What follows belongs to an exercise in optimizing a design on an open flow for small area; a production flow would make more cautious choices.
In this exercise RTL edits were held to simulation tests only and were not proved equivalent to the original. The flow treats the clock pin as an ideal source, which a real chip does not have.

Design pdm_top, start of the top module:
module pdm_top (
	input  logic          clk_i,
	input  logic          rstn_i,
	output logic          pdm_clk_o,
    input  logic  [1:0]   cfg_pdm_ch_mode_i,
    input  logic  [9:0]   cfg_pdm_decimation_i,
    input  logic  [2:0]   cfg_pdm_shift_i,
    input  logic          cfg_pdm_en_i,
	input  logic          pdm_ch0_i,
	input  logic          pdm_ch1_i,
	output logic   [15:0] pcm_data_o,
	output logic          pcm_data_valid_o,
	input  logic          pcm_data_ready_i
);
For scale: ~2200 flip-flops, ~39 I/O pins.
Settings: LEC_CHECK=0, CAP_MARGIN=20, CORE_MARGIN=2, CORE_UTILIZATION=65, CTS_BUF_LIST=sky130_fd_sc_hd__clkbuf_8, CTS_CLUSTER_DIAMETER=60, CTS_CLUSTER_SIZE=18, PLACE_DENSITY=0.75, SLEW_MARGIN=20; clock period 10.0 ns.
run.sh (not shown) runs the stock make flow with config.mk's settings and CLKGATE_MAP_FILE= SYNTH_SCRIPT=/design/flow/synth_recipe.tcl, a recipe that flattens the netlist after the stock synthesis.
The baseline passed the timing, design-rule and antenna checks.
Edit:
--- a/flow/config.mk
+++ b/flow/config.mk
@@ -10,5 +10,5 @@
 export CORE_UTILIZATION = 65
-export CTS_BUF_LIST = sky130_fd_sc_hd__clkbuf_8
-export CTS_CLUSTER_DIAMETER = 60
-export CTS_CLUSTER_SIZE = 18
+export CTS_BUF_LIST = sky130_fd_sc_hd__clkbuf_4
+export CTS_CLUSTER_DIAMETER = 40
+export CTS_CLUSTER_SIZE = 10
 export PLACE_DENSITY = 0.75
Result: The new run produced a clean layout. Fmax came out lower by 0.58%. Sequential share of layout area stays flat. Final area barely changes.


Another version of the RTL of pdm_top (not shown whole).
For scale: roughly 5,300 cells after synthesis, about 2,200 flip-flops, roughly 39 I/O pins.
Settings: LEC_CHECK=0, CAP_MARGIN=20, CORE_MARGIN=2, CORE_UTILIZATION=65, CTS_BUF_LIST=sky130_fd_sc_hd__clkbuf_16, CTS_CLUSTER_DIAMETER=100, CTS_CLUSTER_SIZE=36, PLACE_DENSITY=0.75, SLEW_MARGIN=20; clock period 10.0 ns.
The starting point completed with no timing, DRC or antenna violations.
Next try:
- CTS_BUF_LIST: sky130_fd_sc_hd__clkbuf_16 -> sky130_fd_sc_hd__clkbuf_4
- CTS_CLUSTER_DIAMETER: 100 -> 60
- CTS_CLUSTER_SIZE: 36 -> 10
Flip-flop and latch count does not change.
Synthesized area stays the same.
Sequential share of layout area is lower by 0.18 points.
Critical path depth drops by 9.
Via count went up by 2.8%.
Register-to-register slack degrades by 30 ps.


Another version of the RTL of pdm_top (not shown whole).
Size: roughly 5800 cells after synthesis, roughly 39 I/O pins.
==> flow/design.v (excerpt) <==
module pdm_top (
	input  logic          clk_i,
	input  logic          rstn_i,
	output logic          pdm_clk_o,
    input  logic  [1:0]   cfg_pdm_ch_mode_i,
    input  logic  [9:0]   cfg_pdm_decimation_i,
    input  logic  [2:0]   cfg_pdm_shift_i,
    input  logic          cfg_pdm_en_i,
	input  logic          pdm_ch0_i,
	input  logic          pdm_ch1_i,
	output logic   [15:0] pcm_data_o,
	output logic          pcm_data_valid_o,
	input  logic          pcm_data_ready_i
);
make LEC_CHECK=0 CAP_MARGIN=20 CORE_MARGIN=2 CORE_UTILIZATION=65 CTS_BUF_LIST=sky130_fd_sc_hd__clkbuf_4 CTS_CLUSTER_DIAMETER=50 CTS_CLUSTER_SIZE=11 PLACE_DENSITY=0.75 SLEW_MARGIN=20 finish   # period 10.0 ns
==> next run, changes <==
CTS_BUF_LIST = sky130_fd_sc_hd__clkbuf_8   (was sky130_fd_sc_hd__clkbuf_4)
CTS_CLUSTER_DIAMETER = 60   (was 50)
CTS_CLUSTER_SIZE = 18   (was 11)
Effect: Via count falls slightly. Cell area rises slightly. Synthesized area stays the same. Worst setup slack got worse by 0.022 ns. Cell count falls slightly. Utilization rises by 0.47 points. Sequential cell count is unchanged. Global-route usage falls by 0.19 points.


## old
pdm_top with an RTL version that a note above also has.
Size in the first run: ~5300 cells after synthesis, about 2200 flip-flops, roughly 39 I/O pins, about 0.068 sq mm of cells after synthesis.
Settings: LEC_CHECK=0, CAP_MARGIN=20, CORE_MARGIN=2, CORE_UTILIZATION=65, CTS_BUF_LIST=sky130_fd_sc_hd__clkbuf_4, CTS_CLUSTER_DIAMETER=90, CTS_CLUSTER_SIZE=10, PLACE_DENSITY=0.75, SLEW_MARGIN=20; clock period 10.0 ns.
Modified inputs, new compared to old
--- a/flow/config.mk
+++ b/flow/config.mk
@@ -11,3 +11,3 @@
-export CTS_BUF_LIST = sky130_fd_sc_hd__clkbuf_4
-export CTS_CLUSTER_DIAMETER = 90
-export CTS_CLUSTER_SIZE = 10
+export CTS_BUF_LIST = sky130_fd_sc_hd__clkbuf_16
+export CTS_CLUSTER_DIAMETER = 100
+export CTS_CLUSTER_SIZE = 33
Findings:
Taking old as the reference, in new critical path data arrival time lower, register-to-register slack lower. Delta (new minus old): wire length -1.4 mm, all-layer global routing usage went down 0.56 points, level count of the clock H-tree lower. Compared new against old; post-synthesis to final-layout area growth within noise. new ends up with a routed length on met3 that is 28% lower than in old.


Setup of branch harbor:
pdm_top, a different RTL version from the one above (not shown whole).
Size in the first run: about 5300 cells after synthesis, about 2200 flip-flops, about 39 I/O pins, roughly 0.069 mm² of cells after synthesis.
make LEC_CHECK=0 CAP_MARGIN=20 CORE_MARGIN=2 CORE_UTILIZATION=65 CTS_BUF_LIST=sky130_fd_sc_hd__clkbuf_8 CTS_CLUSTER_DIAMETER=60 CTS_CLUSTER_SIZE=18 PLACE_DENSITY=0.75 SLEW_MARGIN=20 finish   # period 10.0 ns
branch harbor reached the end of the flow, and the finished layout is clean on the timing, design-rule and antenna checks.
Relative to branch harbor, the following input files were edited for branch yarrow:
-- flow/config.mk --
<<< branch harbor, line 11
export CTS_BUF_LIST = sky130_fd_sc_hd__clkbuf_8
>>> branch yarrow, line 11
export CTS_BUF_LIST = sky130_fd_sc_hd__clkbuf_4
<<< branch harbor, line 13
export CTS_CLUSTER_SIZE = 18
>>> branch yarrow, line 13
export CTS_CLUSTER_SIZE = 10
Notes after the runs:
- Every stage of the flow completed for branch yarrow, and the final layout passed the timing, design-rule and antenna checks.
- Comparing sum of met2 wire segment lengths after detailed routing for branch harbor and branch yarrow, the smaller number came from branch harbor.
- Diff branch harbor -> branch yarrow: post-detailed-routing wire length now sits higher, sequential share of layout area now sits higher, largest stage delay on the critical path now sits at about the same level.
- Sort branch harbor and branch yarrow by total length of routed met3 wires, descending, and branch yarrow comes first.
- Of branch harbor and branch yarrow, the run reporting the higher least setup slack across all paths after layout was branch yarrow.
- Summary: via count, branch yarrow worse than branch harbor

## separate check: timing with driven ports
How much do the figures lean on ideal ports? The routed layouts below were timed once more, with nothing changed but the port constraints. Step 1, drivers: a clkbuf_16 drives clk_i and a buf_2 each remaining input, both assumed. Step 2, shift: input delay + t, output delay - t, t = (earliest + latest rising clock arrival at the registers) / 2. This alone moves slack from input paths to output paths. Three values: ideal ports, drivers, drivers and shift; two values: the first two.
run	shift t [ns]	setup WS [ns]	worst hold slack (ns)	latest minus earliest clock arrival (ns)	slew at the worst register clock pin (ns)
the first run of note 1	0.913	1.350 / 1.350 / 1.350	0.308 / 0.308 / 0.308	0.045 / 0.045	0.11 / 0.11
the second run of note 1	1.220	1.300 / 1.300 / 1.300	0.272 / 0.272 / 0.272	0.091 / 0.091	0.11 / 0.11
the first run of note 2	0.740	0.730 / 0.730 / 0.730	0.328 / 0.328 / 0.328	0.029 / 0.029	0.12 / 0.12
the second run of note 2	1.206	0.699 / 0.699 / 0.699	0.291 / 0.291 / 0.291	0.066 / 0.067	0.12 / 0.12
the first run of note 3	1.192	1.513 / 1.513 / 1.513	0.293 / 0.293 / 0.293	0.056 / 0.057	0.12 / 0.12
the second run of note 3	0.911	1.491 / 1.491 / 1.491	0.318 / 0.318 / 0.318	0.035 / 0.035	0.11 / 0.11
old	1.186	0.704 / 0.704 / 0.704	0.278 / 0.278 / 0.278	0.082 / 0.082	0.12 / 0.12
new	0.745	0.685 / 0.685 / 0.685	0.313 / 0.313 / 0.313	0.037 / 0.038	0.12 / 0.12
branch harbor	0.928	0.677 / 0.677 / 0.677	0.306 / 0.306 / 0.306	0.044 / 0.044	0.11 / 0.11
branch yarrow	1.221	0.682 / 0.682 / 0.682	0.288 / 0.288 / 0.288	0.065 / 0.064	0.12 / 0.12
After both steps every run listed still meets setup and hold.
